What follows belongs to an exercise in optimizing a design on an open flow for small area, a short achievable clock period and few clock cycles; a production flow would make more cautious choices.
Where RTL was checked, it was by simulation tests only, not by an equivalence proof against the original.
For run 1, only the layout was checked, not whether the RTL still works.
Power and IR drop assume default switching activity.

## flow/design.v (module list and top-level ports; edited modules follow where they fit)
// module MatrixMultUnit: 238 lines
// module mmu_mac: 1759 lines
// module mmu_fa: 4 lines
// module mmu_bsel: 3 lines
// module mmu_han: 4 lines
module MatrixMultUnit(
  input  wire reset_n,
  input  wire clk,
  input  wire dut_valid,
  output wire dut_ready,
  output wire        dut__tb__sram_input_write_enable,
  output wire [15:0] dut__tb__sram_input_write_address,
  output wire [31:0] dut__tb__sram_input_write_data,
  output wire [15:0] dut__tb__sram_input_read_address,
  input  wire [31:0] tb__dut__sram_input_read_data,
  output wire        dut__tb__sram_weight_write_enable,
  output wire [15:0] dut__tb__sram_weight_write_address,
  output wire [31:0] dut__tb__sram_weight_write_data,
  output wire [15:0] dut__tb__sram_weight_read_address,
  input  wire [31:0] tb__dut__sram_weight_read_data,
  output wire        dut__tb__sram_result_write_enable,
  output wire [15:0] dut__tb__sram_result_write_address,
  output wire [31:0] dut__tb__sram_result_write_data,
  output wire [15:0] dut__tb__sram_result_read_address,
  input  wire [31:0] tb__dut__sram_result_read_data,
  output wire        dut__tb__sram_scratchpad_write_enable,
  output wire [15:0] dut__tb__sram_scratchpad_write_address,
  output wire [31:0] dut__tb__sram_scratchpad_write_data,
  output wire [15:0] dut__tb__sram_scratchpad_read_address,
  input  wire [31:0] tb__dut__sram_scratchpad_read_data
);
  // ...
==> flow/flow/run.sh <==
#!/bin/bash
# The standard layout (standard synthesis included), with timing repair
# aiming at 6.85 ns of setup slack instead of 0.
set -euo pipefail
bash standard.sh SETUP_SLACK_MARGIN=6.85 finish > standard_flow.log 2>&1
==> flow/standard.sh <==
#!/bin/bash
# synth_recipe.tcl (not shown) runs the flow's synth.tcl, then flattens the netlist and writes it again
# the make line also repeats each setting of config.mk as NAME=value (left out here)
make -C /OpenROAD-flow-scripts/flow DESIGN_CONFIG=/design/flow/config.mk WORK_HOME=/design/flow/orfs CLKGATE_MAP_FILE= SYNTH_SCRIPT=/design/flow/synth_recipe.tcl "${@:-finish}"
==> flow/config.mk <==
export PLATFORM = sky130hd
export DESIGN_NAME = MatrixMultUnit
export DESIGN_NICKNAME = MatrixMultUnit
export VERILOG_FILES = /design/flow/design.v
export SDC_FILE = /design/flow/constraint.sdc
export NUM_CORES = 4
export LEC_CHECK = 0
export ABC_CLOCK_PERIOD_IN_PS = 3000
export CAP_MARGIN = 20
export CORE_MARGIN = 2
export CORE_UTILIZATION = 65
export SLEW_MARGIN = 20
export SYNTH_HIERARCHICAL = 1
==> flow/constraint.sdc <==
create_clock -name core_clock -period 10.0 [get_ports {clk}]
set_input_delay 2.0000 -clock core_clock [delete_from_list [all_inputs] [get_ports {clk}]]
set_output_delay 2.0000 -clock core_clock [all_outputs]
set_load 0.01 [all_outputs]
==> impl_metrics.json, run 1 <==
{
  "status": "timing/DRC/antenna clean",
  "slowest_stage": "fa_2",
  "place_congestion": 0.941,
  "crit_buf_inv": 2,
  "seqCellArea_um2": 9380,
  "numCtsBuffers": 44,
  "power.share.clock": 0.169,
  "antenna_found_initial": 2,
  "hold_viol_final": 0,
  "synthArstFlopShare": 0.0216,
  "seqPwrFrac": 0.262,
  "ys_types": 88,
  "startpoint": "op_b[5]$_DFF_P_",
  "final_nets": 3702,
  "fmax_mhz": 291,
  "worst_setup_path_start_kind": "flip-flop",
  "p_comb_mw": 5.89,
  "netlist_instances": 2837,
  "crit_required_ns": 10.48,
  "via_per_inst": 6.13,
  "clock_area_frac": 0.0415,
  "rsz0062_at_grt": "true",
  "cts_setup_buffers": 102,
  "synth_simple_gate_area_frac": 0.0737,
  "use_met1": 0.503
}
==> module MatrixMultUnit, before the edit <==
module MatrixMultUnit(
  input  wire reset_n,
  input  wire clk,
  input  wire dut_valid,
  output wire dut_ready,
  output wire        dut__tb__sram_input_write_enable,
  output wire [15:0] dut__tb__sram_input_write_address,
  output wire [31:0] dut__tb__sram_input_write_data,
  output wire [15:0] dut__tb__sram_input_read_address,
  input  wire [31:0] tb__dut__sram_input_read_data,
  output wire        dut__tb__sram_weight_write_enable,
  output wire [15:0] dut__tb__sram_weight_write_address,
  output wire [31:0] dut__tb__sram_weight_write_data,
  output wire [15:0] dut__tb__sram_weight_read_address,
  input  wire [31:0] tb__dut__sram_weight_read_data,
  output wire        dut__tb__sram_result_write_enable,
  output wire [15:0] dut__tb__sram_result_write_address,
  output wire [31:0] dut__tb__sram_result_write_data,
  output wire [15:0] dut__tb__sram_result_read_address,
  input  wire [31:0] tb__dut__sram_result_read_data,
  output wire        dut__tb__sram_scratchpad_write_enable,
  output wire [15:0] dut__tb__sram_scratchpad_write_address,
  output wire [31:0] dut__tb__sram_scratchpad_write_data,
  output wire [15:0] dut__tb__sram_scratchpad_read_address,
  input  wire [31:0] tb__dut__sram_scratchpad_read_data
);
localparam S_IDLE  = 3'd0;
localparam S_LOAD0 = 3'd1;    
localparam S_LOAD1 = 3'd2;    
localparam S_LOAD2 = 3'd3;    
localparam S_RUN   = 3'd4;    
localparam S_DRAIN = 3'd5;    
localparam P_QKV = 2'd0;
localparam P_S   = 2'd1;
localparam P_Z   = 2'd2;
localparam P_END = 2'd3;
reg  [2:0]  state;
reg         busy;
reg  [1:0]  phase;
reg  [1:0]  m;           
reg  [6:0]  t;           
reg  [4:0]  j;           
reg  [4:0]  i;           
reg  [4:0]  n_r, d_r;
reg  [6:0]  k_r;
reg  [6:0]  tl;
reg  [4:0]  jl;
reg  [8:0]  nd;
reg  [10:0] a_addr, a_base;
reg  [11:0] b_addr, b_base;
reg  [10:0] waddr;
reg  [2:0]  dcnt;
wire lt = (t == tl);
wire lj = (j == jl);
wire li = (i == n_r);
reg        is_z;         
reg  [4:0] b_step;       
wire [10:0] a_inc = a_addr + 11'd1;
wire [11:0] b_inc = b_addr + {7'd0, b_step};
wire [11:0] b_col = b_base + 12'd1;
wire [11:0] nd2 = {2'b00, nd, 1'b0};
wire [10:0] nd3 = {2'b00, nd} + {1'b0, nd, 1'b0};
always @(posedge clk or negedge reset_n) begin
  if (!reset_n) begin
    state <= S_IDLE;
    busy  <= 1'b0;
  end else begin
    case (state)
      S_IDLE:  if (dut_valid) begin state <= S_LOAD0; busy <= 1'b1; end
      S_LOAD0: state <= S_LOAD1;
      S_LOAD1: state <= S_LOAD2;
      S_LOAD2: state <= S_RUN;
      S_RUN:   if (lt & lj & li & (phase != P_QKV)) state <= S_DRAIN;
      S_DRAIN: if (dcnt == 3'd0) begin
                 if (phase == P_END) begin state <= S_IDLE; busy <= 1'b0; end
                 else state <= S_RUN;
               end
      default: begin state <= S_IDLE; busy <= 1'b0; end
    endcase
  end
end
always @(posedge clk) begin
  case (state)
    S_IDLE, S_LOAD0: begin
      a_addr <= 11'd0;
      b_addr <= 12'd0;
    end
    S_LOAD1: begin
      a_addr <= 11'd0;
      b_addr <= 12'd0;
      n_r <= tb__dut__sram_input_read_data[20:16];
      k_r <= tb__dut__sram_input_read_data[6:0];
      d_r <= tb__dut__sram_weight_read_data[4:0];
    end
    S_LOAD2: begin
      phase  <= P_QKV;
      m      <= 2'd0;
      t      <= 7'd1;
      j      <= 5'd1;
      i      <= 5'd1;
      tl     <= k_r;
      jl     <= d_r;
      is_z   <= 1'b0;
      b_step <= 5'd1;
      a_addr <= 11'd1;
      a_base <= 11'd1;
      b_addr <= 12'd1;
      b_base <= 12'd1;
    end
    S_RUN: begin
      if (!lt) begin
        t      <= t + 7'd1;
        a_addr <= a_inc;
        b_addr <= b_inc;
      end else begin
        t <= 7'd1;
        if (!lj) begin
          j      <= j + 5'd1;
          a_addr <= a_base;
          if (is_z) begin
            b_addr <= b_col;
            b_base <= b_col;
          end else
            b_addr <= b_inc;
        end else if (!li) begin
          j      <= 5'd1;
          i      <= i + 5'd1;
          a_addr <= a_inc;
          a_base <= a_inc;
          if (is_z) begin
            b_addr <= nd2;
            b_base <= nd2;
          end else
            b_addr <= b_base;
        end else begin
          j <= 5'd1;
          i <= 5'd1;
          if (phase == P_QKV && m != 2'd2) begin
            m      <= m + 2'd1;
            a_addr <= 11'd1;
            a_base <= 11'd1;
            b_addr <= b_inc;
            b_base <= b_inc;
          end else if (phase == P_QKV) begin
            phase  <= P_S;
            tl     <= {2'b00, d_r};
            jl     <= n_r;
            a_addr <= 11'd0;
            a_base <= 11'd0;
            b_addr <= {3'b000, nd};
            b_base <= {3'b000, nd};
          end else if (phase == P_S) begin
            phase  <= P_Z;
            is_z   <= 1'b1;
            b_step <= d_r;
            tl     <= {2'b00, n_r};
            jl     <= d_r;
            a_addr <= nd3;
            a_base <= nd3;
            b_addr <= nd2;
            b_base <= nd2;
          end else begin
            phase  <= P_END;
            a_addr <= a_base;
            b_addr <= b_base;
          end
        end
      end
    end
    default: begin
      a_addr <= a_base;
      b_addr <= b_base;
    end
  endcase
end
always @(posedge clk) begin
  if (state == S_LOAD2) nd <= 9'd0;
  else if (state == S_RUN && lt && lj && phase == P_QKV && m == 2'd0) nd <= nd + {4'd0, d_r};
  if (state == S_RUN) dcnt <= 3'd4;
  else dcnt <= dcnt - 3'd1;
end
reg        src1;
reg        first1, first2, first3;
reg        last1, last2, last3, last4, we;
reg [31:0] op_a, op_b;
wire [31:0] acc;
always @(posedge clk) begin
  src1   <= (phase != P_QKV);
  first1 <= (t == 7'd1);
  first2 <= first1;
  first3 <= first2;
  op_a   <= src1 ? tb__dut__sram_result_read_data : tb__dut__sram_input_read_data;
  op_b   <= src1 ? tb__dut__sram_scratchpad_read_data : tb__dut__sram_weight_read_data;
end
always @(posedge clk or negedge reset_n) begin
  if (!reset_n) begin
    last1 <= 1'b0;
    last2 <= 1'b0;
    last3 <= 1'b0;
    last4 <= 1'b0;
    we    <= 1'b0;
  end else begin
    last1 <= (state == S_RUN) & lt;
    last2 <= last1;
    last3 <= last2;
    last4 <= last3;
    we    <= last4;
  end
end
always @(posedge clk) begin
  if (state == S_LOAD2) waddr <= 11'd0;
  else waddr <= waddr + {10'd0, we};
end
mmu_mac u_mac (
  .clk(clk),
  .a(op_a),
  .b(op_b),
  .zero_acc(first3),
  .acc(acc)
);
assign dut_ready = ~busy;
assign dut__tb__sram_input_write_enable   = 1'b0;
assign dut__tb__sram_input_write_address  = 16'd0;
assign dut__tb__sram_input_write_data     = 32'd0;
assign dut__tb__sram_weight_write_enable  = 1'b0;
assign dut__tb__sram_weight_write_address = 16'd0;
assign dut__tb__sram_weight_write_data    = 32'd0;
assign dut__tb__sram_input_read_address      = {5'd0, a_addr};
assign dut__tb__sram_result_read_address     = {5'd0, a_addr};
assign dut__tb__sram_weight_read_address     = {4'd0, b_addr};
assign dut__tb__sram_scratchpad_read_address = {4'd0, b_addr};
assign dut__tb__sram_result_write_enable      = we;
assign dut__tb__sram_result_write_address     = {5'd0, waddr};
assign dut__tb__sram_result_write_data        = acc;
assign dut__tb__sram_scratchpad_write_enable  = we;
assign dut__tb__sram_scratchpad_write_address = {5'd0, waddr};
assign dut__tb__sram_scratchpad_write_data    = acc;
endmodule
==> run 2: changes to the inputs <==
--- a/flow/design.v
+++ b/flow/design.v
@@ -177,25 +177,31 @@
   if (state == S_LOAD2) nd <= 9'd0;
   else if (state == S_RUN && lt && lj && phase == P_QKV && m == 2'd0) nd <= nd + {4'd0, d_r};
   if (state == S_RUN) dcnt <= 3'd4;
   else dcnt <= dcnt - 3'd1;
 end
 reg        src1;
 reg        first1, first2, first3;
 reg        last1, last2, last3, last4, we;
-reg [31:0] op_a, op_b;
+reg [31:0] op_a;
+reg [15:0] op_one, op_two, op_neg;    
+wire [31:0] b_in = src1 ? tb__dut__sram_scratchpad_read_data : tb__dut__sram_weight_read_data;
+wire [15:0] b_one, b_two, b_neg;
+mmu_booth_enc u_enc (.b(b_in), .one(b_one), .two(b_two), .neg(b_neg));
 wire [31:0] acc;
 always @(posedge clk) begin
   src1   <= (phase != P_QKV);
   first1 <= (t == 7'd1);
   first2 <= first1;
   first3 <= first2;
   op_a   <= src1 ? tb__dut__sram_result_read_data : tb__dut__sram_input_read_data;
-  op_b   <= src1 ? tb__dut__sram_scratchpad_read_data : tb__dut__sram_weight_read_data;
+  op_one <= b_one;
+  op_two <= b_two;
+  op_neg <= b_neg;
 end
 always @(posedge clk or negedge reset_n) begin
   if (!reset_n) begin
     last1 <= 1'b0;
     last2 <= 1'b0;
     last3 <= 1'b0;
     last4 <= 1'b0;
     we    <= 1'b0;
@@ -209,17 +215,19 @@
 end
 always @(posedge clk) begin
   if (state == S_LOAD2) waddr <= 11'd0;
   else waddr <= waddr + {10'd0, we};
 end
 mmu_mac u_mac (
   .clk(clk),
   .a(op_a),
-  .b(op_b),
+  .b_one(op_one),
+  .b_two(op_two),
+  .b_neg(op_neg),
   .zero_acc(first3),
   .acc(acc)
 );
 assign dut_ready = ~busy;
 assign dut__tb__sram_input_write_enable   = 1'b0;
 assign dut__tb__sram_input_write_address  = 16'd0;
 assign dut__tb__sram_input_write_data     = 32'd0;
 assign dut__tb__sram_weight_write_enable  = 1'b0;
@@ -234,17 +242,19 @@
 assign dut__tb__sram_result_write_data        = acc;
 assign dut__tb__sram_scratchpad_write_enable  = we;
 assign dut__tb__sram_scratchpad_write_address = {5'd0, waddr};
 assign dut__tb__sram_scratchpad_write_data    = acc;
 endmodule
 module mmu_mac(
   input  wire        clk,
   input  wire [31:0] a,
-  input  wire [31:0] b,
+  input  wire [15:0] b_one,    
+  input  wire [15:0] b_two,    
+  input  wire [15:0] b_neg,    
   input  wire        zero_acc,
   output reg  [31:0] acc
 );
 wire pp0_0;
 wire pp0_1;
 wire pp0_2;
 wire pp0_3;
 wire pp0_4;
@@ -1223,19 +1233,19 @@
 reg q30_3;
 reg q31_0;
 reg q31_1;
 reg q31_2;
 reg q31_3;
 reg [31:0] acc_s, acc_c;
 wire [31:0] am_s = acc_s | {32{zero_acc}};
 wire [31:0] am_c = acc_c | {32{zero_acc}};
-wire bo0 = b[0] ^ 1'b0;
-wire bt0 = (b[1] & ~b[0] & ~1'b0) | (~b[1] & b[0] & 1'b0);
-wire bn0 = b[1];
+wire bo0 = b_one[0];
+wire bt0 = b_two[0];
+wire bn0 = b_neg[0];
 mmu_bsel s1 (.a0(a[0]), .a1(1'b0), .one(bo0), .two(bt0), .neg(bn0), .p(pp0_0));
 mmu_bsel s2 (.a0(a[1]), .a1(a[0]), .one(bo0), .two(bt0), .neg(bn0), .p(pp0_1));
 mmu_bsel s3 (.a0(a[2]), .a1(a[1]), .one(bo0), .two(bt0), .neg(bn0), .p(pp0_2));
 mmu_bsel s4 (.a0(a[3]), .a1(a[2]), .one(bo0), .two(bt0), .neg(bn0), .p(pp0_3));
 mmu_bsel s5 (.a0(a[4]), .a1(a[3]), .one(bo0), .two(bt0), .neg(bn0), .p(pp0_4));
 mmu_bsel s6 (.a0(a[5]), .a1(a[4]), .one(bo0), .two(bt0), .neg(bn0), .p(pp0_5));
 mmu_bsel s7 (.a0(a[6]), .a1(a[5]), .one(bo0), .two(bt0), .neg(bn0), .p(pp0_6));
 mmu_bsel s8 (.a0(a[7]), .a1(a[6]), .one(bo0), .two(bt0), .neg(bn0), .p(pp0_7));
@@ -1259,19 +1269,19 @@
 mmu_bsel s26 (.a0(a[25]), .a1(a[24]), .one(bo0), .two(bt0), .neg(bn0), .p(pp0_25));
 mmu_bsel s27 (.a0(a[26]), .a1(a[25]), .one(bo0), .two(bt0), .neg(bn0), .p(pp0_26));
 mmu_bsel s28 (.a0(a[27]), .a1(a[26]), .one(bo0), .two(bt0), .neg(bn0), .p(pp0_27));
 mmu_bsel s29 (.a0(a[28]), .a1(a[27]), .one(bo0), .two(bt0), .neg(bn0), .p(pp0_28));
 mmu_bsel s30 (.a0(a[29]), .a1(a[28]), .one(bo0), .two(bt0), .neg(bn0), .p(pp0_29));
 mmu_bsel s31 (.a0(a[30]), .a1(a[29]), .one(bo0), .two(bt0), .neg(bn0), .p(pp0_30));
 mmu_bsel s32 (.a0(a[31]), .a1(a[30]), .one(bo0), .two(bt0), .neg(bn0), .p(pp0_31));
 wire ng0 = ~bn0;
-wire bo1 = b[2] ^ b[1];
-wire bt1 = (b[3] & ~b[2] & ~b[1]) | (~b[3] & b[2] & b[1]);
-wire bn1 = b[3];
+wire bo1 = b_one[1];
+wire bt1 = b_two[1];
+wire bn1 = b_neg[1];
 mmu_bsel s33 (.a0(a[0]), .a1(1'b0), .one(bo1), .two(bt1), .neg(bn1), .p(pp1_0));
 mmu_bsel s34 (.a0(a[1]), .a1(a[0]), .one(bo1), .two(bt1), .neg(bn1), .p(pp1_1));
 mmu_bsel s35 (.a0(a[2]), .a1(a[1]), .one(bo1), .two(bt1), .neg(bn1), .p(pp1_2));
 mmu_bsel s36 (.a0(a[3]), .a1(a[2]), .one(bo1), .two(bt1), .neg(bn1), .p(pp1_3));
 mmu_bsel s37 (.a0(a[4]), .a1(a[3]), .one(bo1), .two(bt1), .neg(bn1), .p(pp1_4));
 mmu_bsel s38 (.a0(a[5]), .a1(a[4]), .one(bo1), .two(bt1), .neg(bn1), .p(pp1_5));
 mmu_bsel s39 (.a0(a[6]), .a1(a[5]), .one(bo1), .two(bt1), .neg(bn1), .p(pp1_6));
 mmu_bsel s40 (.a0(a[7]), .a1(a[6]), .one(bo1), .two(bt1), .neg(bn1), .p(pp1_7));
@@ -1293,19 +1303,19 @@
 mmu_bsel s56 (.a0(a[23]), .a1(a[22]), .one(bo1), .two(bt1), .neg(bn1), .p(pp1_23));
 mmu_bsel s57 (.a0(a[24]), .a1(a[23]), .one(bo1), .two(bt1), .neg(bn1), .p(pp1_24));
 mmu_bsel s58 (.a0(a[25]), .a1(a[24]), .one(bo1), .two(bt1), .neg(bn1), .p(pp1_25));
 mmu_bsel s59 (.a0(a[26]), .a1(a[25]), .one(bo1), .two(bt1), .neg(bn1), .p(pp1_26));
 mmu_bsel s60 (.a0(a[27]), .a1(a[26]), .one(bo1), .two(bt1), .neg(bn1), .p(pp1_27));
 mmu_bsel s61 (.a0(a[28]), .a1(a[27]), .one(bo1), .two(bt1), .neg(bn1), .p(pp1_28));
 mmu_bsel s62 (.a0(a[29]), .a1(a[28]), .one(bo1), .two(bt1), .neg(bn1), .p(pp1_29));
 wire ng1 = ~bn1;
-wire bo2 = b[4] ^ b[3];
-wire bt2 = (b[5] & ~b[4] & ~b[3]) | (~b[5] & b[4] & b[3]);
-wire bn2 = b[5];
+wire bo2 = b_one[2];
+wire bt2 = b_two[2];
+wire bn2 = b_neg[2];
 mmu_bsel s63 (.a0(a[0]), .a1(1'b0), .one(bo2), .two(bt2), .neg(bn2), .p(pp2_0));
 mmu_bsel s64 (.a0(a[1]), .a1(a[0]), .one(bo2), .two(bt2), .neg(bn2), .p(pp2_1));
 mmu_bsel s65 (.a0(a[2]), .a1(a[1]), .one(bo2), .two(bt2), .neg(bn2), .p(pp2_2));
 mmu_bsel s66 (.a0(a[3]), .a1(a[2]), .one(bo2), .two(bt2), .neg(bn2), .p(pp2_3));
 mmu_bsel s67 (.a0(a[4]), .a1(a[3]), .one(bo2), .two(bt2), .neg(bn2), .p(pp2_4));
 mmu_bsel s68 (.a0(a[5]), .a1(a[4]), .one(bo2), .two(bt2), .neg(bn2), .p(pp2_5));
 mmu_bsel s69 (.a0(a[6]), .a1(a[5]), .one(bo2), .two(bt2), .neg(bn2), .p(pp2_6));
 mmu_bsel s70 (.a0(a[7]), .a1(a[6]), .one(bo2), .two(bt2), .neg(bn2), .p(pp2_7));
@@ -1325,19 +1335,19 @@
 mmu_bsel s84 (.a0(a[21]), .a1(a[20]), .one(bo2), .two(bt2), .neg(bn2), .p(pp2_21));
 mmu_bsel s85 (.a0(a[22]), .a1(a[21]), .one(bo2), .two(bt2), .neg(bn2), .p(pp2_22));
 mmu_bsel s86 (.a0(a[23]), .a1(a[22]), .one(bo2), .two(bt2), .neg(bn2), .p(pp2_23));
 mmu_bsel s87 (.a0(a[24]), .a1(a[23]), .one(bo2), .two(bt2), .neg(bn2), .p(pp2_24));
 mmu_bsel s88 (.a0(a[25]), .a1(a[24]), .one(bo2), .two(bt2), .neg(bn2), .p(pp2_25));
 mmu_bsel s89 (.a0(a[26]), .a1(a[25]), .one(bo2), .two(bt2), .neg(bn2), .p(pp2_26));
 mmu_bsel s90 (.a0(a[27]), .a1(a[26]), .one(bo2), .two(bt2), .neg(bn2), .p(pp2_27));
 wire ng2 = ~bn2;
-wire bo3 = b[6] ^ b[5];
-wire bt3 = (b[7] & ~b[6] & ~b[5]) | (~b[7] & b[6] & b[5]);
-wire bn3 = b[7];
+wire bo3 = b_one[3];
+wire bt3 = b_two[3];
+wire bn3 = b_neg[3];
 mmu_bsel s91 (.a0(a[0]), .a1(1'b0), .one(bo3), .two(bt3), .neg(bn3), .p(pp3_0));
 mmu_bsel s92 (.a0(a[1]), .a1(a[0]), .one(bo3), .two(bt3), .neg(bn3), .p(pp3_1));
 mmu_bsel s93 (.a0(a[2]), .a1(a[1]), .one(bo3), .two(bt3), .neg(bn3), .p(pp3_2));
 mmu_bsel s94 (.a0(a[3]), .a1(a[2]), .one(bo3), .two(bt3), .neg(bn3), .p(pp3_3));
 mmu_bsel s95 (.a0(a[4]), .a1(a[3]), .one(bo3), .two(bt3), .neg(bn3), .p(pp3_4));
 mmu_bsel s96 (.a0(a[5]), .a1(a[4]), .one(bo3), .two(bt3), .neg(bn3), .p(pp3_5));
 mmu_bsel s97 (.a0(a[6]), .a1(a[5]), .one(bo3), .two(bt3), .neg(bn3), .p(pp3_6));
 mmu_bsel s98 (.a0(a[7]), .a1(a[6]), .one(bo3), .two(bt3), .neg(bn3), .p(pp3_7));
@@ -1355,19 +1365,19 @@
 mmu_bsel s110 (.a0(a[19]), .a1(a[18]), .one(bo3), .two(bt3), .neg(bn3), .p(pp3_19));
 mmu_bsel s111 (.a0(a[20]), .a1(a[19]), .one(bo3), .two(bt3), .neg(bn3), .p(pp3_20));
 mmu_bsel s112 (.a0(a[21]), .a1(a[20]), .one(bo3), .two(bt3), .neg(bn3), .p(pp3_21));
 mmu_bsel s113 (.a0(a[22]), .a1(a[21]), .one(bo3), .two(bt3), .neg(bn3), .p(pp3_22));
 mmu_bsel s114 (.a0(a[23]), .a1(a[22]), .one(bo3), .two(bt3), .neg(bn3), .p(pp3_23));
 mmu_bsel s115 (.a0(a[24]), .a1(a[23]), .one(bo3), .two(bt3), .neg(bn3), .p(pp3_24));
 mmu_bsel s116 (.a0(a[25]), .a1(a[24]), .one(bo3), .two(bt3), .neg(bn3), .p(pp3_25));
 wire ng3 = ~bn3;
-wire bo4 = b[8] ^ b[7];
-wire bt4 = (b[9] & ~b[8] & ~b[7]) | (~b[9] & b[8] & b[7]);
-wire bn4 = b[9];
+wire bo4 = b_one[4];
+wire bt4 = b_two[4];
+wire bn4 = b_neg[4];
 mmu_bsel s117 (.a0(a[0]), .a1(1'b0), .one(bo4), .two(bt4), .neg(bn4), .p(pp4_0));
 mmu_bsel s118 (.a0(a[1]), .a1(a[0]), .one(bo4), .two(bt4), .neg(bn4), .p(pp4_1));
 mmu_bsel s119 (.a0(a[2]), .a1(a[1]), .one(bo4), .two(bt4), .neg(bn4), .p(pp4_2));
 mmu_bsel s120 (.a0(a[3]), .a1(a[2]), .one(bo4), .two(bt4), .neg(bn4), .p(pp4_3));
 mmu_bsel s121 (.a0(a[4]), .a1(a[3]), .one(bo4), .two(bt4), .neg(bn4), .p(pp4_4));
 mmu_bsel s122 (.a0(a[5]), .a1(a[4]), .one(bo4), .two(bt4), .neg(bn4), .p(pp4_5));
 mmu_bsel s123 (.a0(a[6]), .a1(a[5]), .one(bo4), .two(bt4), .neg(bn4), .p(pp4_6));
 mmu_bsel s124 (.a0(a[7]), .a1(a[6]), .one(bo4), .two(bt4), .neg(bn4), .p(pp4_7));
@@ -1383,19 +1393,19 @@
 mmu_bsel s134 (.a0(a[17]), .a1(a[16]), .one(bo4), .two(bt4), .neg(bn4), .p(pp4_17));
 mmu_bsel s135 (.a0(a[18]), .a1(a[17]), .one(bo4), .two(bt4), .neg(bn4), .p(pp4_18));
 mmu_bsel s136 (.a0(a[19]), .a1(a[18]), .one(bo4), .two(bt4), .neg(bn4), .p(pp4_19));
 mmu_bsel s137 (.a0(a[20]), .a1(a[19]), .one(bo4), .two(bt4), .neg(bn4), .p(pp4_20));
 mmu_bsel s138 (.a0(a[21]), .a1(a[20]), .one(bo4), .two(bt4), .neg(bn4), .p(pp4_21));
 mmu_bsel s139 (.a0(a[22]), .a1(a[21]), .one(bo4), .two(bt4), .neg(bn4), .p(pp4_22));
 mmu_bsel s140 (.a0(a[23]), .a1(a[22]), .one(bo4), .two(bt4), .neg(bn4), .p(pp4_23));
 wire ng4 = ~bn4;
-wire bo5 = b[10] ^ b[9];
-wire bt5 = (b[11] & ~b[10] & ~b[9]) | (~b[11] & b[10] & b[9]);
-wire bn5 = b[11];
+wire bo5 = b_one[5];
+wire bt5 = b_two[5];
+wire bn5 = b_neg[5];
 mmu_bsel s141 (.a0(a[0]), .a1(1'b0), .one(bo5), .two(bt5), .neg(bn5), .p(pp5_0));
 mmu_bsel s142 (.a0(a[1]), .a1(a[0]), .one(bo5), .two(bt5), .neg(bn5), .p(pp5_1));
 mmu_bsel s143 (.a0(a[2]), .a1(a[1]), .one(bo5), .two(bt5), .neg(bn5), .p(pp5_2));
 mmu_bsel s144 (.a0(a[3]), .a1(a[2]), .one(bo5), .two(bt5), .neg(bn5), .p(pp5_3));
 mmu_bsel s145 (.a0(a[4]), .a1(a[3]), .one(bo5), .two(bt5), .neg(bn5), .p(pp5_4));
 mmu_bsel s146 (.a0(a[5]), .a1(a[4]), .one(bo5), .two(bt5), .neg(bn5), .p(pp5_5));
 mmu_bsel s147 (.a0(a[6]), .a1(a[5]), .one(bo5), .two(bt5), .neg(bn5), .p(pp5_6));
 mmu_bsel s148 (.a0(a[7]), .a1(a[6]), .one(bo5), .two(bt5), .neg(bn5), .p(pp5_7));
@@ -1409,19 +1419,19 @@
 mmu_bsel s156 (.a0(a[15]), .a1(a[14]), .one(bo5), .two(bt5), .neg(bn5), .p(pp5_15));
 mmu_bsel s157 (.a0(a[16]), .a1(a[15]), .one(bo5), .two(bt5), .neg(bn5), .p(pp5_16));
 mmu_bsel s158 (.a0(a[17]), .a1(a[16]), .one(bo5), .two(bt5), .neg(bn5), .p(pp5_17));
 mmu_bsel s159 (.a0(a[18]), .a1(a[17]), .one(bo5), .two(bt5), .neg(bn5), .p(pp5_18));
 mmu_bsel s160 (.a0(a[19]), .a1(a[18]), .one(bo5), .two(bt5), .neg(bn5), .p(pp5_19));
 mmu_bsel s161 (.a0(a[20]), .a1(a[19]), .one(bo5), .two(bt5), .neg(bn5), .p(pp5_20));
 mmu_bsel s162 (.a0(a[21]), .a1(a[20]), .one(bo5), .two(bt5), .neg(bn5), .p(pp5_21));
 wire ng5 = ~bn5;
-wire bo6 = b[12] ^ b[11];
-wire bt6 = (b[13] & ~b[12] & ~b[11]) | (~b[13] & b[12] & b[11]);
-wire bn6 = b[13];
+wire bo6 = b_one[6];
+wire bt6 = b_two[6];
+wire bn6 = b_neg[6];
 mmu_bsel s163 (.a0(a[0]), .a1(1'b0), .one(bo6), .two(bt6), .neg(bn6), .p(pp6_0));
 mmu_bsel s164 (.a0(a[1]), .a1(a[0]), .one(bo6), .two(bt6), .neg(bn6), .p(pp6_1));
 mmu_bsel s165 (.a0(a[2]), .a1(a[1]), .one(bo6), .two(bt6), .neg(bn6), .p(pp6_2));
 mmu_bsel s166 (.a0(a[3]), .a1(a[2]), .one(bo6), .two(bt6), .neg(bn6), .p(pp6_3));
 mmu_bsel s167 (.a0(a[4]), .a1(a[3]), .one(bo6), .two(bt6), .neg(bn6), .p(pp6_4));
 mmu_bsel s168 (.a0(a[5]), .a1(a[4]), .one(bo6), .two(bt6), .neg(bn6), .p(pp6_5));
 mmu_bsel s169 (.a0(a[6]), .a1(a[5]), .one(bo6), .two(bt6), .neg(bn6), .p(pp6_6));
 mmu_bsel s170 (.a0(a[7]), .a1(a[6]), .one(bo6), .two(bt6), .neg(bn6), .p(pp6_7));
@@ -1433,19 +1443,19 @@
 mmu_bsel s176 (.a0(a[13]), .a1(a[12]), .one(bo6), .two(bt6), .neg(bn6), .p(pp6_13));
 mmu_bsel s177 (.a0(a[14]), .a1(a[13]), .one(bo6), .two(bt6), .neg(bn6), .p(pp6_14));
 mmu_bsel s178 (.a0(a[15]), .a1(a[14]), .one(bo6), .two(bt6), .neg(bn6), .p(pp6_15));
 mmu_bsel s179 (.a0(a[16]), .a1(a[15]), .one(bo6), .two(bt6), .neg(bn6), .p(pp6_16));
 mmu_bsel s180 (.a0(a[17]), .a1(a[16]), .one(bo6), .two(bt6), .neg(bn6), .p(pp6_17));
 mmu_bsel s181 (.a0(a[18]), .a1(a[17]), .one(bo6), .two(bt6), .neg(bn6), .p(pp6_18));
 mmu_bsel s182 (.a0(a[19]), .a1(a[18]), .one(bo6), .two(bt6), .neg(bn6), .p(pp6_19));
 wire ng6 = ~bn6;
-wire bo7 = b[14] ^ b[13];
-wire bt7 = (b[15] & ~b[14] & ~b[13]) | (~b[15] & b[14] & b[13]);
-wire bn7 = b[15];
+wire bo7 = b_one[7];
+wire bt7 = b_two[7];
+wire bn7 = b_neg[7];
 mmu_bsel s183 (.a0(a[0]), .a1(1'b0), .one(bo7), .two(bt7), .neg(bn7), .p(pp7_0));
 mmu_bsel s184 (.a0(a[1]), .a1(a[0]), .one(bo7), .two(bt7), .neg(bn7), .p(pp7_1));
 mmu_bsel s185 (.a0(a[2]), .a1(a[1]), .one(bo7), .two(bt7), .neg(bn7), .p(pp7_2));
 mmu_bsel s186 (.a0(a[3]), .a1(a[2]), .one(bo7), .two(bt7), .neg(bn7), .p(pp7_3));
 mmu_bsel s187 (.a0(a[4]), .a1(a[3]), .one(bo7), .two(bt7), .neg(bn7), .p(pp7_4));
 mmu_bsel s188 (.a0(a[5]), .a1(a[4]), .one(bo7), .two(bt7), .neg(bn7), .p(pp7_5));
 mmu_bsel s189 (.a0(a[6]), .a1(a[5]), .one(bo7), .two(bt7), .neg(bn7), .p(pp7_6));
 mmu_bsel s190 (.a0(a[7]), .a1(a[6]), .one(bo7), .two(bt7), .neg(bn7), .p(pp7_7));
@@ -1455,19 +1465,19 @@
 mmu_bsel s194 (.a0(a[11]), .a1(a[10]), .one(bo7), .two(bt7), .neg(bn7), .p(pp7_11));
 mmu_bsel s195 (.a0(a[12]), .a1(a[11]), .one(bo7), .two(bt7), .neg(bn7), .p(pp7_12));
 mmu_bsel s196 (.a0(a[13]), .a1(a[12]), .one(bo7), .two(bt7), .neg(bn7), .p(pp7_13));
 mmu_bsel s197 (.a0(a[14]), .a1(a[13]), .one(bo7), .two(bt7), .neg(bn7), .p(pp7_14));
 mmu_bsel s198 (.a0(a[15]), .a1(a[14]), .one(bo7), .two(bt7), .neg(bn7), .p(pp7_15));
 mmu_bsel s199 (.a0(a[16]), .a1(a[15]), .one(bo7), .two(bt7), .neg(bn7), .p(pp7_16));
 mmu_bsel s200 (.a0(a[17]), .a1(a[16]), .one(bo7), .two(bt7), .neg(bn7), .p(pp7_17));
 wire ng7 = ~bn7;
-wire bo8 = b[16] ^ b[15];
-wire bt8 = (b[17] & ~b[16] & ~b[15]) | (~b[17] & b[16] & b[15]);
-wire bn8 = b[17];
+wire bo8 = b_one[8];
+wire bt8 = b_two[8];
+wire bn8 = b_neg[8];
 mmu_bsel s201 (.a0(a[0]), .a1(1'b0), .one(bo8), .two(bt8), .neg(bn8), .p(pp8_0));
 mmu_bsel s202 (.a0(a[1]), .a1(a[0]), .one(bo8), .two(bt8), .neg(bn8), .p(pp8_1));
 mmu_bsel s203 (.a0(a[2]), .a1(a[1]), .one(bo8), .two(bt8), .neg(bn8), .p(pp8_2));
 mmu_bsel s204 (.a0(a[3]), .a1(a[2]), .one(bo8), .two(bt8), .neg(bn8), .p(pp8_3));
 mmu_bsel s205 (.a0(a[4]), .a1(a[3]), .one(bo8), .two(bt8), .neg(bn8), .p(pp8_4));
 mmu_bsel s206 (.a0(a[5]), .a1(a[4]), .one(bo8), .two(bt8), .neg(bn8), .p(pp8_5));
 mmu_bsel s207 (.a0(a[6]), .a1(a[5]), .one(bo8), .two(bt8), .neg(bn8), .p(pp8_6));
 mmu_bsel s208 (.a0(a[7]), .a1(a[6]), .one(bo8), .two(bt8), .neg(bn8), .p(pp8_7));
@@ -1475,97 +1485,97 @@
 mmu_bsel s210 (.a0(a[9]), .a1(a[8]), .one(bo8), .two(bt8), .neg(bn8), .p(pp8_9));
 mmu_bsel s211 (.a0(a[10]), .a1(a[9]), .one(bo8), .two(bt8), .neg(bn8), .p(pp8_10));
 mmu_bsel s212 (.a0(a[11]), .a1(a[10]), .one(bo8), .two(bt8), .neg(bn8), .p(pp8_11));
 mmu_bsel s213 (.a0(a[12]), .a1(a[11]), .one(bo8), .two(bt8), .neg(bn8), .p(pp8_12));
 mmu_bsel s214 (.a0(a[13]), .a1(a[12]), .one(bo8), .two(bt8), .neg(bn8), .p(pp8_13));
 mmu_bsel s215 (.a0(a[14]), .a1(a[13]), .one(bo8), .two(bt8), .neg(bn8), .p(pp8_14));
 mmu_bsel s216 (.a0(a[15]), .a1(a[14]), .one(bo8), .two(bt8), .neg(bn8), .p(pp8_15));
 wire ng8 = ~bn8;
-wire bo9 = b[18] ^ b[17];
-wire bt9 = (b[19] & ~b[18] & ~b[17]) | (~b[19] & b[18] & b[17]);
-wire bn9 = b[19];
+wire bo9 = b_one[9];
+wire bt9 = b_two[9];
+wire bn9 = b_neg[9];
 mmu_bsel s217 (.a0(a[0]), .a1(1'b0), .one(bo9), .two(bt9), .neg(bn9), .p(pp9_0));
 mmu_bsel s218 (.a0(a[1]), .a1(a[0]), .one(bo9), .two(bt9), .neg(bn9), .p(pp9_1));
 mmu_bsel s219 (.a0(a[2]), .a1(a[1]), .one(bo9), .two(bt9), .neg(bn9), .p(pp9_2));
 mmu_bsel s220 (.a0(a[3]), .a1(a[2]), .one(bo9), .two(bt9), .neg(bn9), .p(pp9_3));
 mmu_bsel s221 (.a0(a[4]), .a1(a[3]), .one(bo9), .two(bt9), .neg(bn9), .p(pp9_4));
 mmu_bsel s222 (.a0(a[5]), .a1(a[4]), .one(bo9), .two(bt9), .neg(bn9), .p(pp9_5));
 mmu_bsel s223 (.a0(a[6]), .a1(a[5]), .one(bo9), .two(bt9), .neg(bn9), .p(pp9_6));
 mmu_bsel s224 (.a0(a[7]), .a1(a[6]), .one(bo9), .two(bt9), .neg(bn9), .p(pp9_7));
 mmu_bsel s225 (.a0(a[8]), .a1(a[7]), .one(bo9), .two(bt9), .neg(bn9), .p(pp9_8));
 mmu_bsel s226 (.a0(a[9]), .a1(a[8]), .one(bo9), .two(bt9), .neg(bn9), .p(pp9_9));
 mmu_bsel s227 (.a0(a[10]), .a1(a[9]), .one(bo9), .two(bt9), .neg(bn9), .p(pp9_10));
 mmu_bsel s228 (.a0(a[11]), .a1(a[10]), .one(bo9), .two(bt9), .neg(bn9), .p(pp9_11));
 mmu_bsel s229 (.a0(a[12]), .a1(a[11]), .one(bo9), .two(bt9), .neg(bn9), .p(pp9_12));
 mmu_bsel s230 (.a0(a[13]), .a1(a[12]), .one(bo9), .two(bt9), .neg(bn9), .p(pp9_13));
 wire ng9 = ~bn9;
-wire bo10 = b[20] ^ b[19];
-wire bt10 = (b[21] & ~b[20] & ~b[19]) | (~b[21] & b[20] & b[19]);
-wire bn10 = b[21];
+wire bo10 = b_one[10];
+wire bt10 = b_two[10];
+wire bn10 = b_neg[10];
 mmu_bsel s231 (.a0(a[0]), .a1(1'b0), .one(bo10), .two(bt10), .neg(bn10), .p(pp10_0));
 mmu_bsel s232 (.a0(a[1]), .a1(a[0]), .one(bo10), .two(bt10), .neg(bn10), .p(pp10_1));
 mmu_bsel s233 (.a0(a[2]), .a1(a[1]), .one(bo10), .two(bt10), .neg(bn10), .p(pp10_2));
 mmu_bsel s234 (.a0(a[3]), .a1(a[2]), .one(bo10), .two(bt10), .neg(bn10), .p(pp10_3));
 mmu_bsel s235 (.a0(a[4]), .a1(a[3]), .one(bo10), .two(bt10), .neg(bn10), .p(pp10_4));
 mmu_bsel s236 (.a0(a[5]), .a1(a[4]), .one(bo10), .two(bt10), .neg(bn10), .p(pp10_5));
 mmu_bsel s237 (.a0(a[6]), .a1(a[5]), .one(bo10), .two(bt10), .neg(bn10), .p(pp10_6));
 mmu_bsel s238 (.a0(a[7]), .a1(a[6]), .one(bo10), .two(bt10), .neg(bn10), .p(pp10_7));
 mmu_bsel s239 (.a0(a[8]), .a1(a[7]), .one(bo10), .two(bt10), .neg(bn10), .p(pp10_8));
 mmu_bsel s240 (.a0(a[9]), .a1(a[8]), .one(bo10), .two(bt10), .neg(bn10), .p(pp10_9));
 mmu_bsel s241 (.a0(a[10]), .a1(a[9]), .one(bo10), .two(bt10), .neg(bn10), .p(pp10_10));
 mmu_bsel s242 (.a0(a[11]), .a1(a[10]), .one(bo10), .two(bt10), .neg(bn10), .p(pp10_11));
 wire ng10 = ~bn10;
-wire bo11 = b[22] ^ b[21];
-wire bt11 = (b[23] & ~b[22] & ~b[21]) | (~b[23] & b[22] & b[21]);
-wire bn11 = b[23];
+wire bo11 = b_one[11];
+wire bt11 = b_two[11];
+wire bn11 = b_neg[11];
 mmu_bsel s243 (.a0(a[0]), .a1(1'b0), .one(bo11), .two(bt11), .neg(bn11), .p(pp11_0));
 mmu_bsel s244 (.a0(a[1]), .a1(a[0]), .one(bo11), .two(bt11), .neg(bn11), .p(pp11_1));
 mmu_bsel s245 (.a0(a[2]), .a1(a[1]), .one(bo11), .two(bt11), .neg(bn11), .p(pp11_2));
 mmu_bsel s246 (.a0(a[3]), .a1(a[2]), .one(bo11), .two(bt11), .neg(bn11), .p(pp11_3));
 mmu_bsel s247 (.a0(a[4]), .a1(a[3]), .one(bo11), .two(bt11), .neg(bn11), .p(pp11_4));
 mmu_bsel s248 (.a0(a[5]), .a1(a[4]), .one(bo11), .two(bt11), .neg(bn11), .p(pp11_5));
 mmu_bsel s249 (.a0(a[6]), .a1(a[5]), .one(bo11), .two(bt11), .neg(bn11), .p(pp11_6));
 mmu_bsel s250 (.a0(a[7]), .a1(a[6]), .one(bo11), .two(bt11), .neg(bn11), .p(pp11_7));
 mmu_bsel s251 (.a0(a[8]), .a1(a[7]), .one(bo11), .two(bt11), .neg(bn11), .p(pp11_8));
 mmu_bsel s252 (.a0(a[9]), .a1(a[8]), .one(bo11), .two(bt11), .neg(bn11), .p(pp11_9));
 wire ng11 = ~bn11;
-wire bo12 = b[24] ^ b[23];
-wire bt12 = (b[25] & ~b[24] & ~b[23]) | (~b[25] & b[24] & b[23]);
-wire bn12 = b[25];
+wire bo12 = b_one[12];
+wire bt12 = b_two[12];
+wire bn12 = b_neg[12];
 mmu_bsel s253 (.a0(a[0]), .a1(1'b0), .one(bo12), .two(bt12), .neg(bn12), .p(pp12_0));
 mmu_bsel s254 (.a0(a[1]), .a1(a[0]), .one(bo12), .two(bt12), .neg(bn12), .p(pp12_1));
 mmu_bsel s255 (.a0(a[2]), .a1(a[1]), .one(bo12), .two(bt12), .neg(bn12), .p(pp12_2));
 mmu_bsel s256 (.a0(a[3]), .a1(a[2]), .one(bo12), .two(bt12), .neg(bn12), .p(pp12_3));
 mmu_bsel s257 (.a0(a[4]), .a1(a[3]), .one(bo12), .two(bt12), .neg(bn12), .p(pp12_4));
 mmu_bsel s258 (.a0(a[5]), .a1(a[4]), .one(bo12), .two(bt12), .neg(bn12), .p(pp12_5));
 mmu_bsel s259 (.a0(a[6]), .a1(a[5]), .one(bo12), .two(bt12), .neg(bn12), .p(pp12_6));
 mmu_bsel s260 (.a0(a[7]), .a1(a[6]), .one(bo12), .two(bt12), .neg(bn12), .p(pp12_7));
 wire ng12 = ~bn12;
-wire bo13 = b[26] ^ b[25];
-wire bt13 = (b[27] & ~b[26] & ~b[25]) | (~b[27] & b[26] & b[25]);
-wire bn13 = b[27];
+wire bo13 = b_one[13];
+wire bt13 = b_two[13];
+wire bn13 = b_neg[13];
 mmu_bsel s261 (.a0(a[0]), .a1(1'b0), .one(bo13), .two(bt13), .neg(bn13), .p(pp13_0));
 mmu_bsel s262 (.a0(a[1]), .a1(a[0]), .one(bo13), .two(bt13), .neg(bn13), .p(pp13_1));
 mmu_bsel s263 (.a0(a[2]), .a1(a[1]), .one(bo13), .two(bt13), .neg(bn13), .p(pp13_2));
 mmu_bsel s264 (.a0(a[3]), .a1(a[2]), .one(bo13), .two(bt13), .neg(bn13), .p(pp13_3));
 mmu_bsel s265 (.a0(a[4]), .a1(a[3]), .one(bo13), .two(bt13), .neg(bn13), .p(pp13_4));
 mmu_bsel s266 (.a0(a[5]), .a1(a[4]), .one(bo13), .two(bt13), .neg(bn13), .p(pp13_5));
 wire ng13 = ~bn13;
-wire bo14 = b[28] ^ b[27];
-wire bt14 = (b[29] & ~b[28] & ~b[27]) | (~b[29] & b[28] & b[27]);
-wire bn14 = b[29];
+wire bo14 = b_one[14];
+wire bt14 = b_two[14];
+wire bn14 = b_neg[14];
 mmu_bsel s267 (.a0(a[0]), .a1(1'b0), .one(bo14), .two(bt14), .neg(bn14), .p(pp14_0));
 mmu_bsel s268 (.a0(a[1]), .a1(a[0]), .one(bo14), .two(bt14), .neg(bn14), .p(pp14_1));
 mmu_bsel s269 (.a0(a[2]), .a1(a[1]), .one(bo14), .two(bt14), .neg(bn14), .p(pp14_2));
 mmu_bsel s270 (.a0(a[3]), .a1(a[2]), .one(bo14), .two(bt14), .neg(bn14), .p(pp14_3));
 wire ng14 = ~bn14;
-wire bo15 = b[30] ^ b[29];
-wire bt15 = (b[31] & ~b[30] & ~b[29]) | (~b[31] & b[30] & b[29]);
-wire bn15 = b[31];
+wire bo15 = b_one[15];
+wire bt15 = b_two[15];
+wire bn15 = b_neg[15];
 mmu_bsel s271 (.a0(a[0]), .a1(1'b0), .one(bo15), .two(bt15), .neg(bn15), .p(pp15_0));
 mmu_bsel s272 (.a0(a[1]), .a1(a[0]), .one(bo15), .two(bt15), .neg(bn15), .p(pp15_1));
 wire ng15 = ~bn15;
 mmu_han h275 (.a(ng12), .b(pp0_24), .s(xs273), .co(xc274));
 mmu_han h278 (.a(pp0_25), .b(pp1_23), .s(xs276), .co(xc277));
 mmu_fa f281 (.a(ng13), .b(pp0_26), .c(pp1_24), .s(xs279), .co(xc280));
 mmu_han h284 (.a(pp2_22), .b(pp3_20), .s(xs282), .co(xc283));
 mmu_fa f287 (.a(pp0_27), .b(pp1_25), .c(pp2_23), .s(xs285), .co(xc286));
@@ -1994,15 +2004,66 @@
   acc_c <= {ys1150, ys1147, ys1144, ys1141, ys1138, ys1135, ys1132, ys1129, ys1126, ys1123, ys1120, ys1117, ys1114, ys1111, ys1108, ys1105, ys1102, ys1099, ys1096, ys1093, ys1090, ys1087, ys1084, ys1081, ys1078, ys1075, ys1072, ys1069, ys1066, ys1063, ys1060, ys963};
   acc   <= as_t + ac_t;
 end
 endmodule
 module mmu_fa(input wire a, input wire b, input wire c, output wire s, output wire co);
 assign s  = a ^ b ^ c;
 assign co = (a & b) | (a & c) | (b & c);
 endmodule
+module mmu_booth_enc(input wire [31:0] b, output wire [15:0] one, output wire [15:0] two, output wire [15:0] neg);
+wire [32:0] bx = {b, 1'b0};
+assign one[0] = bx[1] ^ bx[0];
+assign two[0] = (bx[2] & ~bx[1] & ~bx[0]) | (~bx[2] & bx[1] & bx[0]);
+assign neg[0] = bx[2];
+assign one[1] = bx[3] ^ bx[2];
+assign two[1] = (bx[4] & ~bx[3] & ~bx[2]) | (~bx[4] & bx[3] & bx[2]);
+assign neg[1] = bx[4];
+assign one[2] = bx[5] ^ bx[4];
+assign two[2] = (bx[6] & ~bx[5] & ~bx[4]) | (~bx[6] & bx[5] & bx[4]);
+assign neg[2] = bx[6];
+assign one[3] = bx[7] ^ bx[6];
+assign two[3] = (bx[8] & ~bx[7] & ~bx[6]) | (~bx[8] & bx[7] & bx[6]);
+assign neg[3] = bx[8];
+assign one[4] = bx[9] ^ bx[8];
+assign two[4] = (bx[10] & ~bx[9] & ~bx[8]) | (~bx[10] & bx[9] & bx[8]);
+assign neg[4] = bx[10];
+assign one[5] = bx[11] ^ bx[10];
+assign two[5] = (bx[12] & ~bx[11] & ~bx[10]) | (~bx[12] & bx[11] & bx[10]);
+assign neg[5] = bx[12];
+assign one[6] = bx[13] ^ bx[12];
+assign two[6] = (bx[14] & ~bx[13] & ~bx[12]) | (~bx[14] & bx[13] & bx[12]);
+assign neg[6] = bx[14];
+assign one[7] = bx[15] ^ bx[14];
+assign two[7] = (bx[16] & ~bx[15] & ~bx[14]) | (~bx[16] & bx[15] & bx[14]);
+assign neg[7] = bx[16];
+assign one[8] = bx[17] ^ bx[16];
+assign two[8] = (bx[18] & ~bx[17] & ~bx[16]) | (~bx[18] & bx[17] & bx[16]);
+assign neg[8] = bx[18];
+assign one[9] = bx[19] ^ bx[18];
+assign two[9] = (bx[20] & ~bx[19] & ~bx[18]) | (~bx[20] & bx[19] & bx[18]);
+assign neg[9] = bx[20];
+assign one[10] = bx[21] ^ bx[20];
+assign two[10] = (bx[22] & ~bx[21] & ~bx[20]) | (~bx[22] & bx[21] & bx[20]);
+assign neg[10] = bx[22];
+assign one[11] = bx[23] ^ bx[22];
+assign two[11] = (bx[24] & ~bx[23] & ~bx[22]) | (~bx[24] & bx[23] & bx[22]);
+assign neg[11] = bx[24];
+assign one[12] = bx[25] ^ bx[24];
+assign two[12] = (bx[26] & ~bx[25] & ~bx[24]) | (~bx[26] & bx[25] & bx[24]);
+assign neg[12] = bx[26];
+assign one[13] = bx[27] ^ bx[26];
+assign two[13] = (bx[28] & ~bx[27] & ~bx[26]) | (~bx[28] & bx[27] & bx[26]);
+assign neg[13] = bx[28];
+assign one[14] = bx[29] ^ bx[28];
+assign two[14] = (bx[30] & ~bx[29] & ~bx[28]) | (~bx[30] & bx[29] & bx[28]);
+assign neg[14] = bx[30];
+assign one[15] = bx[31] ^ bx[30];
+assign two[15] = (bx[32] & ~bx[31] & ~bx[30]) | (~bx[32] & bx[31] & bx[30]);
+assign neg[15] = bx[32];
+endmodule
 module mmu_bsel(input wire a0, input wire a1, input wire one, input wire two, input wire neg, output wire p);
 assign p = ~(((one & a0) | (two & a1)) ^ neg);
 endmodule
 module mmu_han(input wire a, input wire b, output wire s, output wire co);
 assign s  = ~(a ^ b);
 assign co = a | b;
 endmodule
==> flow/config.mk (replaced) <==
export PLATFORM = sky130hd
export DESIGN_NAME = MatrixMultUnit
export DESIGN_NICKNAME = MatrixMultUnit
export VERILOG_FILES = /design/flow/design.v
export SDC_FILE = /design/flow/constraint.sdc
export NUM_CORES = 4
export LEC_CHECK = 0
export CAP_MARGIN = 20
export CORE_MARGIN = 2
export CORE_UTILIZATION = 65
export SLEW_MARGIN = 20
export SYNTH_HIERARCHICAL = 1
==> run 2 against run 1 <==
First-iteration DRC count down 20%. Largest cell class unchanged. Non-clock buffer count down 84. Register-to-register slack better by 0.31 ns. Total power down 2.2%. Critical path type is now flip-flop to output port. Still clean on timing, DRC and antenna. Largest power group unchanged. Critical path depth down 12.
==> impl_metrics.json, run 2 <==
{
  "crit_type": "flip-flop to output port",
  "grt_pass1_wl_um": 131000,
  "place_congestion": 0.945,
  "ys_types": 87,
  "seqPwrFrac": 0.281,
  "netSwitchingPower_mw": 4.15,
  "wl_per_cell_um": 22.3,
  "fin_util": 0.750,
  "startpoint": "busy$_DFFE_PN0P_",
  "ios": 392,
  "first_pass_iters": 5,
  "cts.clk_slew.worst_paths_ns": 0.06,
  "wl_um": 84600,
  "clockRootBuffer": "clkbuf_16",
  "end_kind": "output port",
  "setup_viol": 0,
  "initial_core_util": 0.656,
  "area_delta_synth_final_pct": 14.2,
  "finalPower_mw": 10.1,
  "hold_viol_final": 0,
  "vdd_ir_drop_max_mv": 0.411,
  "final_common_cell": "xor2_1",
  "fmax_mhz": 317,
  "antenna_found_initial": 0,
  "worstMarginPinSlew_ns": 1.06,
  "arrival_ns": 1.15,
  "p_leak_nw": 14.8,
  "layout-drive-gt1-share": 0.267,
  "synth_seq_cells": 433,
  "switching_share": 0.410,
  "die-area_um2": 49800,
  "ys_seq_area_frac": 0.305,
  "power.share.clock": 0.181,
  "slew_violations": 0,
  "hold_start": "first1$_DFF_P_",
  "power_density_nw_per_um2": 284,
  "hold_path_class": "flip-flop to flip-flop",
  "synthArstFlopShare": 0.0208,
  "post-route-period-util": 0.315,
  "tns_ns": 0,
  "synth.most_common_cell": "dfxtp_1",
  "htree_levels": 2,
  "vias": 22500,
  "relSlewSlack": 0.291,
  "final.setup_skew_ns": 0.0241,
  "post-route-drc-count": 0,
  "synth_area_per_cell_um2": 10.9,
  "overflow": 0,
  "syn-cell-area_um2": 31200,
  "ys.flop_type": "dfxtp_1",
  "netlist_instances": 2864,
  "worst_setup_path_start_kind": "flip-flop",
  "coreArea_um2": 47500,
  "final_nets": 3629,
  "grtUsageTotal": 0.342,
  "ys_warn_count": 8,
  "first_global_vias": 23500,
  "yosys-top-cells-count": "dfxtp_1, xor2_1, a22oi_2",
  "ant_nets": 0,
  "cts.sinks": 433,
  "antenna_cells": 0,
  "grt_max_degree": 65,
  "numCtsBuffers": 48,
  "maxCapViolCount": 0,
  "via_per_inst": 5.92,
  "status": "timing/DRC/antenna clean",
  "p_int_mw": 5.97,
  "cts_tree": "yes",
  "place_hpwl_um": 60100,
  "port_buffers": 265,
  "min_period_ns": 3.15,
  "crit_fanout": 2,
  "rows": 80,
  "holdWs_ns": 0.329,
  "cts_buffer_depth": 3,
  "synth_area_leaders": "dfxtp_1, fa_1, a22oi_2, xor2_1, edfxtp_1",
  "comb_power_share": 0.538,
  "die_w_um": 223,
  "clk_latency_ns": 0.60,
  "rsz0062_at_grt": "true",
  "r2r-start": "op_a[27]$_DFF_P_",
  "synth_edf_count": 79,
  "die_h_um": 223,
  "final_cell_mix": "xor2_1, a22oi_2, fa_1",
  "synth_top_area_share": 0.221,
  "yosys.area.top_type": "dfxtp_1",
  "crit_required_ns": 8.00,
  "drt_iter0_drc": 1808
}
run 2: cell types whose count changed after synthesis, moves of 6 or more:
cell and delta:
o21ai_1 +20, dfxtp_1 +16, o21ai_0 -30, nand3_1 -17
nand3b_1 +14, o21bai_1 +6, buf_4 +17
run 2: area by class of cell:
type | instances | area, µm²
clock inverter | 24 | 234
tap | 615 | 769
clock buffer | 65 | 1410
inverter | 240 | 906
timing repair buffer | 368 | 3040
sequential | 433 | 9760
fill | 3325 | 11900
multi-input combinational | 2054 | 19500
run 2: logic make-up after synthesis:
| group | after synthesis | share of synthesized area |
|---|---|---|
| AOI/OAI and AO/OA | 587 | 0.175 |
| buffers and inverters | 517 | 0.0886 |
| and+or+nand+nor | 455 | 0.0755 |
| DFF | 433 | 0.305 |
| xor gates and xnor gates | 419 | 0.118 |
| adders and majority gates | 353 | 0.204 |
| muxes | 98 | 0.0344 |
| other | 2 | 0.000241 |
run 2: worst paths after layout:
kind,endpoint,slack (ns),depth (start not counted)
worst max-delay path,dut_ready,6.85,2
worst min-delay path,first2$_DFF_P_,0.33,0
worst max register to register,u_mac.q31_3$_DFF_P_,6.88,10
worst min register to register,first2$_DFF_P_,0.33,0
max in group asynchronous,last4$_DFF_PN0_,7.90,1
min in group asynchronous,state[0]$_DFFE_PN0P_,1.75,1
run 2: per-stage QoR:
step	cell area (µm²)	worst slack, ns	instances
3_3_place_gp	33500	6.17	3629
6_report	35700	6.85	3799
3_5_place_dp	33500	5.99	3629
2_1_floorplan	31800	6.85	3004
5_1_grt	35700	6.73	3799
4_1_cts	35400	6.78	3773
run 2: routing by layer:
layer / vias up / wire length [µm] / GRT usage
li1: 10100 / - / -
met1: 11200 / 32300 / 0.420
met2: 1020 / 41700 / 0.583
met3: 215 / 6230 / 0.0639
met4: 0 / 4320 / 0.163
met5: - / 0 / 0
run 2: what timing repair did:
item | 4_1_cts | 5_1_grt
resized for setup | 633 | 28
hold endpoints to repair | 0 | 0
endpoints found under the setup margin | 185 | 48
hold buffers | 0 | 0
setup buffers | 55 | 26
pin swaps | 0 | 1
run 2: critical path: stages, from the launching register on:
cell,delay (ns)
dfrtp_1,0.39
inv_2,0.08
buf_6,0.10
run 2: Yosys stat by module (local to each module, per instance):
module / cell area [µm²] / flops+latches / copies in the design / cells inside
MatrixMultUnit: 11900 / 218 / 1 / 1196
mmu_bsel: 21.3 / 0 / 272 / 2
mmu_booth_enc: 544 / 0 / 1 / 78
mmu_mac: 6960 / 215 / 1 / 631
mmu_han: 27.5 / 0 / 32 / 5
mmu_fa: 20.0 / 0 / 255 / 1
run 2: power groups by stage:
stage | combinational (mW) | sequential, mW | clock [mW]
6_report | 5.44 | 2.84 | 1.84
5_1_grt | 6.08 | 2.90 | 1.92
4_1_cts | 5.42 | 2.86 | 1.86
3_5_place_dp | 5.41 | 2.93 | 0
3_3_place_gp | 5.13 | 2.90 | 0
2_1_floorplan | 3.72 | 2.85 | 0
Testbench counts of run 2, summed over its fixed seeds: cycles 565,141.
==> run 3: changes to the inputs <==
--- a/flow/config.mk
+++ b/flow/config.mk
@@ -5,6 +5,7 @@
 export SDC_FILE = /design/flow/constraint.sdc
 export NUM_CORES = 4
 export LEC_CHECK = 0
+export ABC_AREA = 1
 export CAP_MARGIN = 20
 export CORE_MARGIN = 2
 export CORE_UTILIZATION = 65
==> run 3 against run 2 <==
Final cell count rose by 53%. Total power rose by 60%. Combinational power rose by 95%. Area after synthesis rose by 9.1%. Critical path depth fell by 1. Clock skew rose by 0.0012 ns. Via count rose by 38%. Worst hold slack got worse by 0.0020 ns. Setup slack got worse by 0.016 ns. Synthesized cell count rose by 69%. Die area rose by 8.9%. Core utilization fell by 0.57 points. Critical endpoint is now dut__tb__sram_scratchpad_write_enable.
==> impl_metrics.json, run 3 <==
{
  "status": "timing/DRC/antenna clean",
  "final_nets": 5583,
  "hold_viol_final": 0,
  "cts.sinks": 433,
  "die_w_um": 233,
  "first_pass_iters": 6,
  "netlist_instances": 4829,
  "crit_fanout": 3,
  "power_density_nw_per_um2": 421,
  "end_kind": "output port",
  "grtUsageTotal": 0.359,
  "crit_family": "flip-flops",
  "maxCapViolCount": 0,
  "vdd_ir_drop_max_mv": 0.212,
  "final_common_cell": "nand2_1",
  "hold_path_class": "flip-flop to flip-flop",
  "arrival_ns": 1.17,
  "layout-drive-gt1-share": 0.0977,
  "synthArstFlopShare": 0.0208,
  "grt_pass1_wl_um": 153000,
  "drt_iter0_drc": 2760,
  "synth_seq_cells": 433,
  "yosys-top-cells-count": "nand2_1, inv_1, nand3_1",
  "crit_buf_inv": 1,
  "die_h_um": 233,
  "worstMarginPinSlew_ns": 0.969,
  "initial_core_util": 0.661,
  "place_congestion": 0.955,
  "crit_type": "flip-flop to output port",
  "tns_ns": 0,
  "ant_nets": 0,
  "fillers": 4097,
  "synth_simple_gate_area_frac": 0.321,
  "min_period_ns": 3.17,
  "grt_max_degree": 66,
  "die-area_um2": 54200,
  "rows": 83,
  "worst_setup_path_start_kind": "flip-flop",
  "ys.flop_type": "dfxtp_1",
  "cts_tree": "yes",
  "synth_area_leaders": "nand2_1, dfxtp_1, fa_1, inv_1, edfxtp_1",
  "cts.clk_slew.worst_paths_ns": 0.06,
  "clockRootBuffer": "clkbuf_16",
  "clk_latency_ns": 0.60,
  "ys_types": 52,
  "synth_area_per_cell_um2": 7.05,
  "crit_required_ns": 8.00,
  "setup_viol": 0,
  "synth_xor_area_frac": 0.0229,
  "via_per_inst": 5.35,
  "synth_top_area_share": 0.221,
  "port_buffers": 265,
  "yosys.area.top_type": "nand2_1",
  "slowest_stage": "dfrtp_1",
  "slew_violations": 0,
  "synthAdderAreaFrac": 0.187,
  "final_cell_mix": "nand2_1, inv_1, nand3_1",
  "area_delta_synth_final_pct": 12.6,
  "crit_path_cell_trace": "buf_2",
  "synth_edf_count": 79,
  "numCtsBuffers": 47,
  "ios": 392,
  "relSlewSlack": 0.354,
  "antenna_found_initial": 0,
  "first_global_vias": 29200,
  "post-route-drc-count": 0,
  "ys_warn_count": 8,
  "wl_um": 98900,
  "fin_util": 0.744,
  "vias": 31100,
  "fmax_mhz": 316,
  "synth-compound-area-share": 0.0298,
  "rsz0062_at_grt": "true",
  "post-route-period-util": 0.317,
  "coreArea_um2": 51500,
  "max_stage_delay_ns": 0.41,
  "overflow": 0,
  "cts_buffer_depth": 3,
  "place_hpwl_um": 70500,
  "synthMuxAreaShare": 0.0212,
  "wl_per_cell_um": 17.0,
  "antenna_cells": 0,
  "synth_top_family_by_area": "simple AND/OR/NAND/NOR gates",
  "syn-cell-area_um2": 34100,
  "cts_hold_repair.buffers": 0,
  "ys_seq_area_frac": 0.279,
  "p_leak_nw": 21.2,
  "synth.most_common_cell": "nand2_1",
  "htree_levels": 2,
  "final.setup_skew_ns": 0.0253
}
==> run 3: where the power goes <==
group / internal [mW] / switching, mW / total [mW] / leakage [nW]
Combinational: 4.25 / 6.32 / 10.6 / 16.6
Clock: 1.07 / 0.753 / 1.82 / 0.778
Sequential: 2.91 / 0.852 / 3.76 / 3.78
Total: 8.23 / 7.92 / 16.1 / 21.2
==> run 3: worst paths after layout <==
kind,startpoint,to,slack [ns],depth (start not counted)
setup / recovery,we$_DFF_PN0_,dut__tb__sram_scratchpad_write_enable,6.83,1
hold / removal,first2$_DFF_P_,first3$_DFF_P_,0.33,0
max in group asynchronous,reset_n,we$_DFF_PN0_,8.03,1
setup reg to reg,op_a[20]$_DFF_P_,u_mac.q31_3$_DFF_P_,6.93,16
min in group asynchronous,reset_n,state[0]$_DFFE_PN0P_,1.69,1
hold reg to reg,first2$_DFF_P_,first3$_DFF_P_,0.33,0
==> run 3: logic make-up (layout without fill, tap and decap cells) <==
family | after synthesis | in the layout
AO/OA/AOI/OAI | 172 | 172
XOR/XNOR | 89 | 89
adder cells (fa/ha/maj) | 353 | 353
buffers and inverters | 1031 | 1199
flip-flops | 433 | 433
multiplexers | 64 | 64
other | 2 | 142
AND/OR/NAND/NOR | 2685 | 2685
==> run 3: layout make-up <==
class | instances | area, µm² | share of cell area
clock inverters | 17 | 243 | 0.00633
inverters | 773 | 2900 | 0.0758
flip-flops and latches | 433 | 9730 | 0.254
well taps | 680 | 851 | 0.0222
repair buffers | 339 | 2870 | 0.0748
multi-input cells | 3505 | 20400 | 0.532
clock buffers | 70 | 1350 | 0.0353
==> run 3: metrics by stage <==
step	instances	setup slack (ns)	power (mW)	hold WS [ns]	instance area [µm²]
finish	5817	6.83	16.1	0.327	38300
global route	5817	6.78	17.7	0.340	38300
CTS	5798	6.81	15.9	0.328	37800
detailed placement	5683	5.85	14.1	0.315	36500
global placement	5683	5.90	13.7	0.315	36500
floorplan	4969	6.86	10.7	0.310	34600
==> run 3: per-layer routing <==
layer	share of wire	GRT usage	vias up
met5	0	0	-
met4	0.052	0.156	0
met3	0.080	0.0477	299
met2	0.48	0.618	1464
met1	0.39	0.452	14400
li1	-	-	15000
==> run 3: repair_timing <==
item | 4_1_cts | 5_1_grt
pin swaps | 0 | 1
gates resized for setup | 628 | 63
endpoints found under the setup margin | 182 | 42
buffers inserted | 28 | 13
gates cloned | 0 | 6
==> run 3: modules after synthesis, one instance, submodules excluded <==
| module | flops+latches | cells inside | area [µm²] | copies in the design |
|---|---|---|---|---|
| MatrixMultUnit | 218 | 1455 | 12400 | 1 |
| mmu_booth_enc | 0 | 109 | 586 | 1 |
| mmu_han | 0 | 5 | 27.5 | 32 |
| mmu_fa | 0 | 1 | 20.0 | 255 |
| mmu_bsel | 0 | 7 | 27.5 | 272 |
| mmu_mac | 215 | 946 | 7640 | 1 |

-- static timing again, ports no longer ideal --
How much do the figures lean on ideal ports? The routed layouts below were timed once more, with nothing changed but the port constraints. Step 1, drivers: a clkbuf_16 drives clk and a buf_2 each remaining input, both assumed. Step 2 adds t to the input delays and takes it off the output delays; t is the mean of the earliest and latest rising clock arrival at the registers after step 1. Input paths then give back, and output paths get back, about the clock's delay inside the block. Three values: ideal, step 1, step 2; two values: the first two.
run | t (ns) | setup WS [ns] | clock arrival spread, ns | worst data-port slew with drivers (ns) | cell pins on the clock port's net
run 1 | 0.649 | 6.565 / 6.565 / 6.565 | 0.024 / 0.024 | 0.05 | 1
run 2 | 0.651 | 6.850 / 6.789 / 6.771 | 0.025 / 0.024 | 0.05 | 1
run 3 | 0.651 | 6.834 / 6.774 / 6.815 | 0.029 / 0.029 | 0.08 | 1
After both steps setup and hold are still met in every run listed. The setup slack of run 2, which loses most, moves by -0.061 ns with the drivers and by -0.079 ns with both steps.
